This is an optimization exercise on Yosys and OpenROAD, whose aim is small area, not a production implementation. The RTL was checked by simulation tests, not by an equivalence proof against the original design. Power and IR drop assume default switching activity.

==> delta <==
==> flow/design.v <==
module uSADD (
    input wire iClk,
    input wire iRstN,
    input wire iA,
    input wire iB,
    output reg oC
);
    reg acc0;
    always@(posedge iClk or negedge iRstN) begin
        if(~iRstN) begin
            acc0 <= 1'b0;
            oC <= 1'b0;
        end else begin
            acc0 <= acc0 ^ iA ^ iB;
            oC <= (acc0 & iA) | (acc0 & iB) | (iA & iB);
        end
    end
endmodule
module uSSUB (
    input wire iClk,
    input wire iRstN,
    input wire iBiZero,
    input wire iA,
    input wire iB,
    output reg oAdd,
    output reg oSub
);
    reg acc0;
    wire sub0 = acc0 ^ iBiZero;
    wire iBn = ~iB;
    always@(posedge iClk or negedge iRstN) begin
        if(~iRstN) begin
            acc0 <= 1'b0;
            oAdd <= 1'b0;
            oSub <= 1'b0;
        end else begin
            acc0 <= acc0 ^ iA ^ iB;
            oAdd <= (acc0 & iA) | (acc0 & iB) | (iA & iB);
            oSub <= (sub0 & iA) | (sub0 & iBn) | (iA & iBn);
        end
    end
endmodule
module uMUL_bi (
    input wire iClk,
    input wire iRstN,
    input wire iClr,
    input wire iA,
    input wire [2:0] iT,
    input wire [7:0] iwReal,
    input wire [7:0] iwImg,
    output wire oMultReal,
    output wire oMultImg
);
    reg [8:0] nBot;
    reg [8:3] nTopHi;
    wire [2:0] nTopLo = iT[2:0] - nBot[2:0];
    wire [8:0] nTop = {nTopHi, nTopLo};
    wire [8:0] n = iA ? nBot : nTop;
    wire [8:0] nInc = n + 9'd1;
    wire [7:0] g = n[7:0] ^ n[8:1];
    always@(posedge iClk or negedge iRstN) begin
        if(~iRstN) begin
            nBot <= 9'd0;
            nTopHi <= 6'd0;
        end else begin
            if(iClr) begin
                nBot <= 9'd0;
                nTopHi <= 6'd0;
            end else begin
                if(iA) begin
                    nBot <= nInc;
                end else begin
                    nTopHi <= nInc[8:3];
                end
            end
        end
    end
    wire [8:0] cR;
    wire [8:0] cI;
    assign cR[8] = 1'b0;
    assign cI[8] = 1'b0;
    genvar i;
    generate
        for (i = 0; i < 8; i = i + 1) begin : g_cmp
            assign cR[i] = (iwReal[7-i] & ~g[i]) | (cR[i+1] & (iwReal[7-i] | ~g[i]));
            assign cI[i] = (iwImg[7-i] & ~g[i]) | (cI[i+1] & (iwImg[7-i] | ~g[i]));
        end
    endgenerate
    assign oMultReal = ~(iA ^ cR[0]);
    assign oMultImg = ~(iA ^ cI[0]);
endmodule
module uButterfly (
    input wire iClk,
    input wire iRstN,
    input wire iClr,
    input wire iBiZero,
    input wire [2:0] iT,
    input wire iReal0,
    input wire iImg0,
    input wire iReal1,
    input wire iImg1,
    input wire [7:0] iwReal,
    input wire [7:0] iwImg,
    output wire oReal0,
    output wire oImg0,
    output wire oReal1,
    output wire oImg1
);
    wire eq_Real1_x_wReal;
    wire eq_Real1_x_wImg;
    wire eq_Img1_x_wReal;
    wire eq_Img1_x_wImg;
    wire scalerReal0;
    wire scalerImg0;
    wire real_eq;
    wire img_eq;
    uMUL_bi u_uMUL_bi_Real1 (
        .iClk(iClk),
        .iRstN(iRstN),
        .iClr(iClr),
        .iA(iReal1),
        .iT(iT),
        .iwReal(iwReal),
        .iwImg(iwImg),
        .oMultReal(eq_Real1_x_wReal),
        .oMultImg(eq_Real1_x_wImg)
    );
    uMUL_bi u_uMUL_bi_Img1 (
        .iClk(iClk),
        .iRstN(iRstN),
        .iClr(iClr),
        .iA(iImg1),
        .iT(iT),
        .iwReal(iwReal),
        .iwImg(iwImg),
        .oMultReal(eq_Img1_x_wReal),
        .oMultImg(eq_Img1_x_wImg)
    );
    uSSUB u_uSSUB_realeq (
        .iClk(iClk),
        .iRstN(iRstN),
        .iBiZero(iBiZero),
        .iA(eq_Real1_x_wReal),
        .iB(eq_Img1_x_wImg),
        .oAdd(),
        .oSub(real_eq)
    );
    uSADD u_uSADD_imgeq (
        .iClk(iClk),
        .iRstN(iRstN),
        .iA(eq_Real1_x_wImg),
        .iB(eq_Img1_x_wReal),
        .oC(img_eq)
    );
    uSADD u_uSADD_scalerReal (
        .iClk(iClk),
        .iRstN(iRstN),
        .iA(iReal0),
        .iB(iBiZero),
        .oC(scalerReal0)
    );
    uSADD u_uSADD_scalerImg (
        .iClk(iClk),
        .iRstN(iRstN),
        .iA(iImg0),
        .iB(iBiZero),
        .oC(scalerImg0)
    );
    uSSUB u_uSSUB_oReal (
        .iClk(iClk),
        .iRstN(iRstN),
        .iBiZero(iBiZero),
        .iA(scalerReal0),
        .iB(real_eq),
        .oAdd(oReal0),
        .oSub(oReal1)
    );
    uSSUB u_uSSUB_oImg (
        .iClk(iClk),
        .iRstN(iRstN),
        .iBiZero(iBiZero),
        .iA(scalerImg0),
        .iB(img_eq),
        .oAdd(oImg0),
        .oSub(oImg1)
    );
endmodule
module uSFFT #(
    parameter BITWIDTH = 8,
    parameter BINPUT = 2
) (
    input wire iClk,
    input wire iRstN,
    input wire loadW,
    input wire iClr,
    input wire iAReal0,
    input wire iAImg0,
    input wire iAReal1,
    input wire iAImg1,
    input wire iBReal0,
    input wire iBImg0,
    input wire iBReal1,
    input wire iBImg1,
    input wire [BITWIDTH-1:0] iwReal,
    input wire [BITWIDTH-1:0] iwImg,
    output wire oCReal0,
    output wire oCImg0,
    output wire oCReal1,
    output wire oCImg1,
    output wire oDReal0,
    output wire oDImg0,
    output wire oDReal1,
    output wire oDImg1
);
    reg [7:0] wReal;
    reg [7:0] wImg;
    reg biZero;
    reg [2:0] cycT;  
    always@(posedge iClk or negedge iRstN) begin
        if(~iRstN) begin
            wReal <= 8'd0;
            wImg <= 8'd0;
        end else begin
            if(loadW) begin
                wReal <= iwReal;
                wImg <= iwImg;
            end
        end
    end
    always@(posedge iClk or negedge iRstN) begin
        if(~iRstN) begin
            biZero <= 1'b0;
        end else begin
            biZero <= ~biZero;
        end
    end
    always@(posedge iClk or negedge iRstN) begin
        if(~iRstN) begin
            cycT <= 3'd0;
        end else begin
            if(iClr) begin
                cycT <= 3'd0;
            end else begin
                cycT <= cycT + 3'd1;
            end
        end
    end
    wire mid1_Real0;
    wire mid1_Img0;
    wire mid1_Real1;
    wire mid1_Img1;
    wire mid2_Real0;
    wire mid2_Img0;
    wire mid2_Real1;
    wire mid2_Img1;
    uButterfly u_uButterfly_in1 (
        .iClk(iClk), .iRstN(iRstN), .iClr(iClr), .iBiZero(biZero), .iT(cycT),
        .iReal0(iAReal0), .iImg0(iAImg0), .iReal1(iAReal1), .iImg1(iAImg1),
        .iwReal(wReal), .iwImg(wImg),
        .oReal0(mid1_Real0), .oImg0(mid1_Img0), .oReal1(mid1_Real1), .oImg1(mid1_Img1)
    );
    uButterfly u_uButterfly_in2 (
        .iClk(iClk), .iRstN(iRstN), .iClr(iClr), .iBiZero(biZero), .iT(cycT),
        .iReal0(iBReal0), .iImg0(iBImg0), .iReal1(iBReal1), .iImg1(iBImg1),
        .iwReal(wReal), .iwImg(wImg),
        .oReal0(mid2_Real0), .oImg0(mid2_Img0), .oReal1(mid2_Real1), .oImg1(mid2_Img1)
    );
    uButterfly u_uButterfly_out13 (
        .iClk(iClk), .iRstN(iRstN), .iClr(iClr), .iBiZero(biZero), .iT(cycT),
        .iReal0(mid1_Real0), .iImg0(mid1_Img0), .iReal1(mid2_Real0), .iImg1(mid2_Img0),
        .iwReal(wReal), .iwImg(wImg),
        .oReal0(oCReal0), .oImg0(oCImg0), .oReal1(oCReal1), .oImg1(oCImg1)
    );
    uButterfly u_uButterfly_out24 (
        .iClk(iClk), .iRstN(iRstN), .iClr(iClr), .iBiZero(biZero), .iT(cycT),
        .iReal0(mid1_Real1), .iImg0(mid1_Img1), .iReal1(mid2_Real1), .iImg1(mid2_Img1),
        .iwReal(wReal), .iwImg(wImg),
        .oReal0(oDReal0), .oImg0(oDImg0), .oReal1(oDReal1), .oImg1(oDImg1)
    );
endmodule
==> flow/flow/run.sh <==
#!/bin/bash
# Own layout flow: the standard flow (standard.sh) with two changes.
#  - Synthesis maps the logic with an area-oriented ABC script (area.abc)
#    instead of ORFS's delay-oriented one, and without ORFS's pre-mapping
#    of full/half adders, so ABC sees all of the logic.
#  - The ports are buffered with the smallest buffer, buf_1.
#  - CTS builds the clock tree from clkbuf_8 without dummy loads.
# Everything else (the synthesis passes, register names, floorplan, power
# grid, placement, CTS, routing) is the standard flow.
set -euo pipefail
W=$(pwd)
F=$W/flow

# The standard flow's synthesis script, with its abc call given our script
{
  head -n 1 synth_recipe.tcl
  cat <<TCL
proc abc {args} {
  set i [lsearch \$args -script]
  if {\$i >= 0} {
    set args [lreplace \$args \$i [expr {\$i + 1}] -script $F/area.abc]
  }
  yosys abc {*}\$args
}
TCL
  tail -n +2 synth_recipe.tcl
} > own_synth.tcl

CTS="-sink_clustering_enable -repair_clock_nets -dont_use_dummy_load"
CTS="$CTS -sink_clustering_size 20 -sink_clustering_max_diameter 60"
CTS="$CTS -buf_list sky130_fd_sc_hd__clkbuf_8"

sed -e "s#SYNTH_SCRIPT=[^ ]*#SYNTH_SCRIPT=$W/own_synth.tcl ADDER_MAP_FILE= 'BUFFER_PORTS_ARGS=-buffer_cell sky130_fd_sc_hd__buf_1' 'CTS_ARGS=$CTS'#" \
  standard.sh > own_standard.sh

bash own_standard.sh > own_flow.log 2>&1
==> flow/flow/area.abc <==
strash
dch -f
amap
topo
==> flow/standard.sh <==
#!/bin/bash
# synth_recipe.tcl (not shown) runs the flow's synth.tcl, then flattens the netlist and writes it again
# the make line also repeats each setting of config.mk as NAME=value (left out here)
make -C /OpenROAD-flow-scripts/flow DESIGN_CONFIG=/design/flow/config.mk WORK_HOME=/design/flow/orfs CLKGATE_MAP_FILE= SYNTH_SCRIPT=/design/flow/synth_recipe.tcl "${@:-finish}"
==> flow/config.mk <==
export PLATFORM = sky130hd
export DESIGN_NAME = uSFFT
export DESIGN_NICKNAME = uSFFT
export VERILOG_FILES = /design/flow/design.v
export SDC_FILE = /design/flow/constraint.sdc
export NUM_CORES = 4
export LEC_CHECK = 0
export CAP_MARGIN = 20
export CORE_MARGIN = 2
export CORE_UTILIZATION = 40
export GPL_TIMING_DRIVEN = 0
export SLEW_MARGIN = 20
==> flow/constraint.sdc <==
create_clock -name core_clock -period 4.0 [get_ports {iClk}]
set_input_delay 0.8000 -clock core_clock [delete_from_list [all_inputs] [get_ports {iClk}]]
set_output_delay 0.8000 -clock core_clock [all_outputs]
set_load 0.01 [all_outputs]
==> inputs of maple, as changes to delta <==
--- a/flow/design.v
+++ b/flow/design.v
@@ -56,7 +56,6 @@
     wire [2:0] nTopLo = iT[2:0] - nBot[2:0];
     wire [8:0] nTop = {nTopHi, nTopLo};
     wire [8:0] n = iA ? nBot : nTop;
-    wire [8:0] nInc = n + 9'd1;
     wire [7:0] g = n[7:0] ^ n[8:1];
     always@(posedge iClk or negedge iRstN) begin
         if(~iRstN) begin
@@ -67,11 +66,8 @@
                 nBot <= 9'd0;
                 nTopHi <= 6'd0;
             end else begin
-                if(iA) begin
-                    nBot <= nInc;
-                end else begin
-                    nTopHi <= nInc[8:3];
-                end
+                nBot <= nBot + {8'd0, iA};
+                nTopHi <= nTopHi + {5'd0, ~iA & (&nTopLo)};
             end
         end
     end
--- a/flow/flow/run.sh
+++ b/flow/flow/run.sh
@@ -28,7 +28,7 @@
 
 CTS="-sink_clustering_enable -repair_clock_nets -dont_use_dummy_load"
 CTS="$CTS -sink_clustering_size 20 -sink_clustering_max_diameter 60"
-CTS="$CTS -buf_list sky130_fd_sc_hd__clkbuf_8"
+CTS="$CTS -buf_list \"sky130_fd_sc_hd__clkbuf_8 sky130_fd_sc_hd__clkbuf_16\""
 
 sed -e "s#SYNTH_SCRIPT=[^ ]*#SYNTH_SCRIPT=$W/own_synth.tcl ADDER_MAP_FILE= 'BUFFER_PORTS_ARGS=-buffer_cell sky130_fd_sc_hd__buf_1' 'CTS_ARGS=$CTS'#" \
   standard.sh > own_standard.sh
--- a/flow/config.mk
+++ b/flow/config.mk
@@ -8,5 +8,4 @@
 export CAP_MARGIN = 20
 export CORE_MARGIN = 2
 export CORE_UTILIZATION = 40
-export GPL_TIMING_DRIVEN = 0
 export SLEW_MARGIN = 20
==> inputs of pepper, as changes to delta <==
--- a/flow/design.v
+++ b/flow/design.v
@@ -45,56 +45,36 @@
     input wire iRstN,
     input wire iClr,
     input wire iA,
-    input wire [2:0] iT,
+    input wire [8:0] iT,
     input wire [7:0] iwReal,
     input wire [7:0] iwImg,
     output wire oMultReal,
     output wire oMultImg
 );
     reg [8:0] nBot;
-    reg [8:3] nTopHi;
-    wire [2:0] nTopLo = iT[2:0] - nBot[2:0];
-    wire [8:0] nTop = {nTopHi, nTopLo};
-    wire [8:0] n = iA ? nBot : nTop;
-    wire [8:0] nInc = n + 9'd1;
+    wire [8:0] n = iA ? nBot : (iT - nBot);
     wire [7:0] g = n[7:0] ^ n[8:1];
+    wire [7:0] seq = {g[0], g[1], g[2], g[3], g[4], g[5], g[6], g[7]};
     always@(posedge iClk or negedge iRstN) begin
         if(~iRstN) begin
             nBot <= 9'd0;
-            nTopHi <= 6'd0;
         end else begin
             if(iClr) begin
                 nBot <= 9'd0;
-                nTopHi <= 6'd0;
             end else begin
-                if(iA) begin
-                    nBot <= nInc;
-                end else begin
-                    nTopHi <= nInc[8:3];
-                end
+                nBot <= nBot + {8'd0, iA};
             end
         end
     end
-    wire [8:0] cR;
-    wire [8:0] cI;
-    assign cR[8] = 1'b0;
-    assign cI[8] = 1'b0;
-    genvar i;
-    generate
-        for (i = 0; i < 8; i = i + 1) begin : g_cmp
-            assign cR[i] = (iwReal[7-i] & ~g[i]) | (cR[i+1] & (iwReal[7-i] | ~g[i]));
-            assign cI[i] = (iwImg[7-i] & ~g[i]) | (cI[i+1] & (iwImg[7-i] | ~g[i]));
-        end
-    endgenerate
-    assign oMultReal = ~(iA ^ cR[0]);
-    assign oMultImg = ~(iA ^ cI[0]);
+    assign oMultReal = ~(iA ^ (iwReal > seq));
+    assign oMultImg = ~(iA ^ (iwImg > seq));
 endmodule
 module uButterfly (
     input wire iClk,
     input wire iRstN,
     input wire iClr,
     input wire iBiZero,
-    input wire [2:0] iT,
+    input wire [8:0] iT,
     input wire iReal0,
     input wire iImg0,
     input wire iReal1,
@@ -215,7 +195,7 @@
     reg [7:0] wReal;
     reg [7:0] wImg;
     reg biZero;
-    reg [2:0] cycT;  
+    reg [8:0] cycT;  
     always@(posedge iClk or negedge iRstN) begin
         if(~iRstN) begin
             wReal <= 8'd0;
@@ -236,12 +216,12 @@
     end
     always@(posedge iClk or negedge iRstN) begin
         if(~iRstN) begin
-            cycT <= 3'd0;
+            cycT <= 9'd0;
         end else begin
             if(iClr) begin
-                cycT <= 3'd0;
+                cycT <= 9'd0;
             end else begin
-                cycT <= cycT + 3'd1;
+                cycT <= cycT + 9'd1;
             end
         end
     end
==> flow/run.sh (new file) <==
#!/bin/bash
# synth_recipe.tcl (not shown) runs the flow's synth.tcl, then flattens the netlist and writes it again
# the make line also repeats each setting of config.mk as NAME=value (left out here)
make -C /OpenROAD-flow-scripts/flow DESIGN_CONFIG=/design/flow/config.mk WORK_HOME=/design/flow/orfs CLKGATE_MAP_FILE= SYNTH_SCRIPT=/design/flow/synth_recipe.tcl finish
--- a/flow/config.mk
+++ b/flow/config.mk
@@ -8,5 +8,4 @@
 export CAP_MARGIN = 20
 export CORE_MARGIN = 2
 export CORE_UTILIZATION = 40
-export GPL_TIMING_DRIVEN = 0
 export SLEW_MARGIN = 20
removed: flow/flow/run.sh
removed: flow/flow/area.abc
removed: flow/standard.sh
==> summary.txt <==
maple did not get past 4_1_cts (STA-0564). pepper finished but fails on negative setup slack. delta produced a clean layout.
Of pepper and delta, pepper has the higher clock-buffer cell count (gap 2).
Against pepper, the first-iteration DRC count of delta is higher by about 6%.
Of pepper and delta, delta has the higher register-to-register slack (gap 0.42 ns).
Between pepper and delta, the lower worst setup slack is in pepper (gap 0.42 ns).
Combinational power: pepper is larger than delta (about 40%).
Sequential power: pepper is smaller than delta (about 24%).
==> figures <==
Outcome: maple did not finish; delta complete, no violations; pepper failed layout checks
Failing step: maple 4_1_cts; delta -; pepper -
Violated checks: maple -; delta -; pepper negative setup slack
Final worst-path cycle share: maple -; delta 0.9266; pepper 1.033
Worst-Skew Late Latency: maple -; delta 0.49 ns; pepper 0.45 ns
Remaining Overflow, GRT: maple -; delta 0; pepper 0
Max IR drop VDD: maple -; delta 0.0002066 V; pepper 0.0004115 V
Crit Path Category: maple -; delta flop to flop; pepper flop to flop
Pre-CTS setup slack: maple 0.3117 ns; delta -1.379 ns; pepper -0.2562 ns
Pwr Density: maple -; delta 660.1 nW/um^2; pepper 562.7 nW/um^2
Area of combinational cells with multiple inputs: maple -; delta 5309 um^2; pepper 10330 um^2
Aggregate negative setup slack: maple -; delta 0 ns; pepper -0.1868 ns
Sequential group power: maple -; delta 3.02 mW; pepper 2.30 mW
Clk pin slew, worst setup/hold paths: maple -; delta 0.11 ns; pepper 0.07 ns
CTS tree: maple -; delta yes; pepper yes

==> what the ideal ports hide <==
In the flow no input, the clock included, has a driving cell. The finished layouts below were timed again as built, in two steps. Step 1 sets driving cells, clkbuf_16 on the clock port and buf_2 on the other inputs (assumed; they add their load-dependent delay and slew). Step 2 also shifts input and output timing later by t, the mid clock arrival at the registers, as if the neighbouring blocks saw the same clock. a / b / c = no drivers / after step 1 / after step 2; a / b = the first two.
run | shift t [ns] | setup WS [ns] | worst setup path after step 2
delta | 0.512 | 0.293 / 0.293 / -0.163 | input to register
pepper | 0.489 | -0.131 / -0.131 / -0.131 | register to register
With both steps, setup timing fails in delta, where it was met with ideal ports. The setup slack of delta, which loses most, moves by 0.000 ns with the drivers and by -0.456 ns with both steps.
